This design comes from an exercise in tuning for small area and a short achievable clock period on the open sky130 flow, not from production work.
RTL that was checked went through simulation tests only; none was proved equivalent to the original.
Power figures rest on the tool's default switching activity, not on a simulated workload.

==> flow/design.v (excerpt) <==
module lowp2(signal_in,
             signal_out,
             time_constant,
             clock_in,
             reset,
             enable);
input                 enable;
input  signed [27:0]  signal_in;
output signed [27:0]  signal_out;
input  signed [4:0]   time_constant;
input                 clock_in;
input                 reset;
localparam N = 256;
localparam W = 36;
reg  [28*(N-1)-1:0] sr;     
reg  [27:0]     last;       
reg  [7:0]      cnt;        
reg             full;       
reg  [W-1:0]    sum;        
wire            full_next = ~reset & (full | (cnt == 8'd255));
wire [W-1:0] base = sum - {{(W-28){last[27]}}, last};
wire [W-1:0] nsum;
lowp2_add #(.W(W)) add (.a({{(W-28){signal_in[27]}}, signal_in}), .b(base), .y(nsum));
always @(posedge clock_in) begin
    sr   <= {sr[28*(N-2)-1:0], signal_in};
    last <= full_next ? sr[28*(N-1)-1 -: 28] : 28'd0;
end
always @(posedge clock_in) begin
    if (reset) begin
        cnt  <= 8'd0;
        full <= 1'b0;
        sum  <= {W{1'b0}};
    end else begin
        cnt  <= cnt + 8'd1;
        full <= full_next;
        sum  <= nsum;
    end
end
assign signal_out = sum[W-1:8];
endmodule
Size: roughly 8,000 cells after synthesis, ~7,200 flip-flops, ~64 I/O pins, roughly 0.15 mm2 of cells after synthesis.
Settings: LEC_CHECK=0, CAP_MARGIN=20, CORE_MARGIN=2, CORE_UTILIZATION=62, PLACE_DENSITY=0.72, SLEW_MARGIN=20, SYNTH_HIERARCHICAL=1, SYNTH_MINIMUM_KEEP_SIZE=0; clock period 18.0 ns.
standard.sh (not shown) runs the stock make flow with config.mk's settings and CLKGATE_MAP_FILE= SYNTH_SCRIPT=/design/flow/synth_recipe.tcl, a recipe that flattens the netlist after the stock synthesis.
==> flow/flow/run.sh <==
#!/bin/bash
# The standard layout (the standard.sh), with changes to how it is made:
#  - ports are buffered with buf_4 instead of the delay buffer buffer_ports picks by default;
#  - CTS inserts no dummy loads, and drives up to 20 flip-flops from each clkbuf_8 leaf;
#  - timing repair aims for a setup margin, so that it sizes the few paths through the
#    adder and the ports for speed (the SDC and its clock period are the standard flow's, unchanged);
#  - synthesis leaves full/half adders to ABC instead of mapping them to fa/ha cells
#    (registers are untouched: same names, same cells).
set -euo pipefail
CTS="-sink_clustering_enable -repair_clock_nets -dont_use_dummy_load"
CTS="$CTS -sink_clustering_size 20 -sink_clustering_max_diameter 60"
CTS="$CTS -sink_clustering_buffer sky130_fd_sc_hd__clkbuf_8"
bash standard.sh \
  "BUFFER_PORTS_ARGS=-buffer_cell sky130_fd_sc_hd__buf_4" \
  "CTS_ARGS=$CTS" \
  "SETUP_SLACK_MARGIN=13.8" \
  finish > standard_make.log 2>&1
Change:
--- a/flow/flow/run.sh
+++ b/flow/flow/run.sh
@@ -13,2 +13,3 @@
 bash standard.sh \
+  "ADDER_MAP_FILE=" \
   "BUFFER_PORTS_ARGS=-buffer_cell sky130_fd_sc_hd__buf_4" \
The new run completed with no timing, DRC or antenna violations.
Register-to-register slack loses 380 ps.
Die area hardly moves.
Critical path depth is unchanged.
Power falls by a few percent.
Final area rises slightly.
Utilization rises by 0.26 points.
Sequential share of layout area falls by 0.34 points.
Change:
--- a/flow/flow/run.sh
+++ b/flow/flow/run.sh
@@ -10,6 +10,5 @@
 CTS="-sink_clustering_enable -repair_clock_nets -dont_use_dummy_load"
-CTS="$CTS -sink_clustering_size 20 -sink_clustering_max_diameter 60"
+CTS="$CTS -sink_clustering_size 20 -sink_clustering_max_diameter 60 -distance_between_buffers 400"
 CTS="$CTS -sink_clustering_buffer sky130_fd_sc_hd__clkbuf_8"
 bash standard.sh \
-  "ADDER_MAP_FILE=" \
   "BUFFER_PORTS_ARGS=-buffer_cell sky130_fd_sc_hd__buf_4" \
The changed run finished clean.
Sequential power barely changes.
Final cell count falls by 0.80%.
Routed wire length is about the same.
Change:
==> flow/flow/run.sh (replaced) <==
#!/bin/bash
# The standard layout (the standard.sh), with changes to how it is made:
#  - ports are buffered with buf_4 instead of the delay buffer buffer_ports picks by default;
#  - CTS inserts no dummy loads and clusters more sinks per leaf buffer;
#  - timing repair aims for a setup margin, so that it sizes the few paths through the
#    adder and the ports for speed (the SDC and its clock period are the standard flow's, unchanged).
set -euo pipefail
CTS="-sink_clustering_enable -repair_clock_nets -dont_use_dummy_load"
CTS="$CTS -sink_clustering_size 20 -sink_clustering_max_diameter 60"
bash standard.sh \
  "BUFFER_PORTS_ARGS=-buffer_cell sky130_fd_sc_hd__buf_4" \
  "CTS_ARGS=$CTS" \
  "SETUP_SLACK_MARGIN=13.8" \
  finish > standard_make.log 2>&1
Effect:
- The new run completed without violations
- cell area went up by 2.8%
- worst setup slack is better by 80 ps
- wire length went up by 13%
- non-clock buffer count went down by 3
- synthesized area stays the same
- first-iteration DRC count went up by 9.5%
- die area does not change
- sequential power hardly moves
- clock power went up by 37%

========
## the baseline
Another version of the RTL of lowp2 (not shown whole).
Size in the first run: about 64 I/O pins, ~0.15 mm2 of cells after synthesis.
## lowp2
module lowp2(signal_in,
             signal_out,
             time_constant,
             clock_in,
             reset,
             enable);
clock: 18.0 ns
lec_check: 0
cap_margin: 20
core_margin: 2
core_utilization: 70
place_density: 0.78
slew_margin: 20
synth_hierarchical: 1
synth_minimum_keep_size: 0
==> flow/flow/run.sh <==
#!/bin/bash
# The standard layout (the standard.sh), with changes to how it is made:
#  - ports are buffered with buf_4 instead of the delay buffer buffer_ports picks by default;
#  - CTS inserts no dummy loads and clusters more sinks per leaf buffer;
#  - timing repair aims for a setup margin, so that it sizes the few paths through the
#    adder and the ports for speed (the SDC and its clock period are the standard flow's, unchanged).
set -euo pipefail
CTS="-sink_clustering_enable -repair_clock_nets -dont_use_dummy_load"
CTS="$CTS -sink_clustering_size 20 -sink_clustering_max_diameter 60"
bash standard.sh \
  "BUFFER_PORTS_ARGS=-buffer_cell sky130_fd_sc_hd__buf_4" \
  "CTS_ARGS=$CTS" \
  "SETUP_SLACK_MARGIN=13.8" \
  finish > standard_make.log 2>&1
What ended the baseline was a tool error in clock tree synthesis (4_1_cts); the run never finished.
diff inputs: the baseline => the candidate
Settings: PLACE_DENSITY now 0.72, was 0.78; CORE_UTILIZATION now 62, was 70.
Results
Seen in the log of the baseline: DPL-0033 during clock tree synthesis (4_1_cts), after which the run never completed. The candidate: PASS, flow complete, no timing, DRC or antenna violations. When the candidate is set beside the baseline, its starting density of the core turns out to be 8.2 points smaller. Changes observed in the candidate relative to the baseline: worst setup timing slack at the placement stage now sits higher; vertical extent of the die climbed about 6%.
No functional check of the RTL was part of any run of this note.

========
== build 37 ==
lowp2, a different RTL version from the one above (not shown whole).
Size: about 8100 cells after synthesis, roughly 64 I/O pins.
Settings: LEC_CHECK=0, CAP_MARGIN=20, CORE_MARGIN=2, CORE_UTILIZATION=62, PLACE_DENSITY=0.72, SLEW_MARGIN=20, SYNTH_HIERARCHICAL=1, SYNTH_MINIMUM_KEEP_SIZE=0; clock period 18.0 ns.
==> flow/flow/run.sh <==
#!/bin/bash
# The standard layout (the standard.sh), with changes to how it is made:
#  - ports are buffered with buf_4 instead of the delay buffer buffer_ports picks by default;
#  - CTS inserts no dummy loads, and drives up to 20 flip-flops from each clkbuf_8 leaf;
#  - timing repair aims for a setup margin, so that it sizes the few paths through the
#    adder and the ports for speed (the SDC and its clock period are the standard flow's, unchanged);
set -euo pipefail
CTS="-sink_clustering_enable -repair_clock_nets -dont_use_dummy_load"
CTS="$CTS -sink_clustering_size 20 -sink_clustering_max_diameter 50"
CTS="$CTS -sink_clustering_buffer sky130_fd_sc_hd__clkbuf_8"
# all ports on one stretch of the left edge, beside the adder and the sum registers
PINS="-exclude top:* -exclude bottom:* -exclude right:* -exclude left:0-200 -exclude left:300-490"
bash standard.sh \
  "BUFFER_PORTS_ARGS=-buffer_cell sky130_fd_sc_hd__buf_4" \
  "CTS_ARGS=$CTS" \
  "PLACE_PINS_ARGS=$PINS" \
  "GLOBAL_PLACEMENT_ARGS=-timing_driven_net_weight_max 10 -timing_driven_nets_percentage 1" \
  "SETUP_SLACK_MARGIN=13.15" \
  finish > standard_make.log 2>&1
Input-level comparison between build 40 and build 37:
diff --git a/flow/flow/run.sh b/flow/flow/run.sh
--- a/flow/flow/run.sh
+++ b/flow/flow/run.sh
@@ -9 +9 @@
-CTS="$CTS -sink_clustering_size 20 -sink_clustering_max_diameter 50"
+CTS="$CTS -sink_clustering_size 20 -sink_clustering_max_diameter 50 -branching_point_buffers_distance 1000 -distance_between_buffers 200"
@@ -17 +16,0 @@
-  "GLOBAL_PLACEMENT_ARGS=-timing_driven_net_weight_max 10 -timing_driven_nets_percentage 1" \
### Flow results
Post-synthesis average cell area: build 40 vs build 37 identical. Compared with build 37, in build 40 met3 usage shows a reduction of 0.52 points, sequential share of layout area held steady. Changes observed in build 40 relative to build 37: post-layout minimum cycle time -0.089 ns, total non-filler cell area in the finished layout ~0 delta. Comparing build 40 and build 37, the higher area of the multi-input gates was measured on build 37. Delta (build 40 minus build 37): final worst-path setup slack rose by 0.089 ns; global-route total usage across every layer fell by 0.15 points; net switching fraction of the power stayed essentially flat.
Edits applied to the flow inputs when going from build 40 to build 88:
diff --git a/flow/flow/run.sh b/flow/flow/run.sh
--- a/flow/flow/run.sh
+++ b/flow/flow/run.sh
@@ -9,2 +9,2 @@
-CTS="$CTS -sink_clustering_size 20 -sink_clustering_max_diameter 50 -branching_point_buffers_distance 1000 -distance_between_buffers 200"
-CTS="$CTS -sink_clustering_buffer sky130_fd_sc_hd__clkbuf_8"
+CTS="$CTS -sink_clustering_size 30 -sink_clustering_max_diameter 70"
+CTS="$CTS -sink_clustering_buffer sky130_fd_sc_hd__clkbuf_16"
==> comparison <==
The run showing the smaller design area is build 40. Maximum number of pins on one net before global-route repair: build 88 vs build 40 up 1. On build 88: multi-input combinational cell area is about 2.5% lower than what build 40 gave. Build 88 vs build 40, endpoint of the most critical setup path: signal_out[26] vs signal_out[25]. Looking only at time the final worst path needs with I/O delays and setup, and setting everything else aside, the lower value of build 88 and build 40 goes to build 40. Compared build 88 vs build 40, and clock-cell share of area is up in build 88. Build 40 → build 88: power consumption went up 0.70 mW; clock-buffer cell count went down 31%; routed length on met1 went up 3.3%; final cell utilization of the core went up 0.41 points; worst setup slack went down 0.11 ns. Build 88 and build 40 ended up with nearly the same overall via count from detail_route.
Setup changes, build 88 to build 63
diff --git a/flow/flow/run.sh b/flow/flow/run.sh
--- a/flow/flow/run.sh
+++ b/flow/flow/run.sh
@@ -9,2 +9,2 @@
-CTS="$CTS -sink_clustering_size 30 -sink_clustering_max_diameter 70"
-CTS="$CTS -sink_clustering_buffer sky130_fd_sc_hd__clkbuf_16"
+CTS="$CTS -sink_clustering_size 20 -sink_clustering_max_diameter 50"
+CTS="$CTS -sink_clustering_buffer sky130_fd_sc_hd__clkbuf_8"
### Flow results
- | die area | build 88 vs build 63 | ≈ equal |
- Re overall routed net length: build 88 and build 63 aren't equal, and the higher value belongs to build 88.
- Compared with build 88, build 63 shows a design area that is 0.48% lower.
- Diff build 88 and build 63: post-cts gate resize count lower in build 63
- Compared with build 88, in build 63 first-iteration DRC count shrank by 182, depth of the worst register-to-register path grew by 1.
- Changes observed in build 63 relative to build 88: max-slew headroom at the worst pin climbed 2.3 points, time the final worst path needs with I/O delays and setup dropped 0.050 ns, sequential share of layout area climbed 0.43 points, peak clock frequency supported by timing climbed 1.0%.

port drivers added, routing unchanged:
In the flow no input, the clock included, has a driving cell. The finished layouts below were timed again as built, in two steps.
Step 1 sets driving cells, clkbuf_16 on the clock port and buf_2 on the other inputs (assumed; they add their load-dependent delay and slew).
Step 2 also shifts input and output timing later by t, the mid clock arrival at the registers, as if the neighbouring blocks saw the same clock.
a / b / c = ideal ports / drivers / drivers and shift; a / b = the first two.
run | shift t [ns] | setup slack, ns | slew at the worst register clock pin (ns) | worst data-port slew with drivers (ns)
the first run of note 1 | 0.941 | 12.976 / 12.888 / 12.075 | 0.12 / 0.12 | 0.12
the second run of note 1 | 0.982 | 12.850 / 12.758 / 11.991 | 0.12 / 0.12 | 0.23
the third run of note 1 | 1.030 | 12.885 / 12.795 / 12.115 | 0.11 / 0.11 | 0.12
the fourth run of note 1 | 0.977 | 12.965 / 12.876 / 12.075 | 0.08 / 0.08 | 0.12
the candidate | 0.977 | 12.965 / 12.876 / 12.075 | 0.08 / 0.08 | 0.12
build 37 | 0.952 | 12.977 / 12.907 / 12.243 | 0.12 / 0.12 | 0.07
build 40 | 0.851 | 13.066 / 13.000 / 12.277 | 0.11 / 0.11 | 0.07
build 88 | 0.934 | 12.959 / 12.891 / 12.185 | 0.11 / 0.11 | 0.06
build 63 | 0.915 | 13.008 / 12.943 / 12.269 | 0.12 / 0.12 | 0.06
After both steps setup and hold are still met in every run listed. The setup slack of the first run of note 1, which loses most, moves by -0.088 ns with the drivers and by -0.901 ns with both steps.
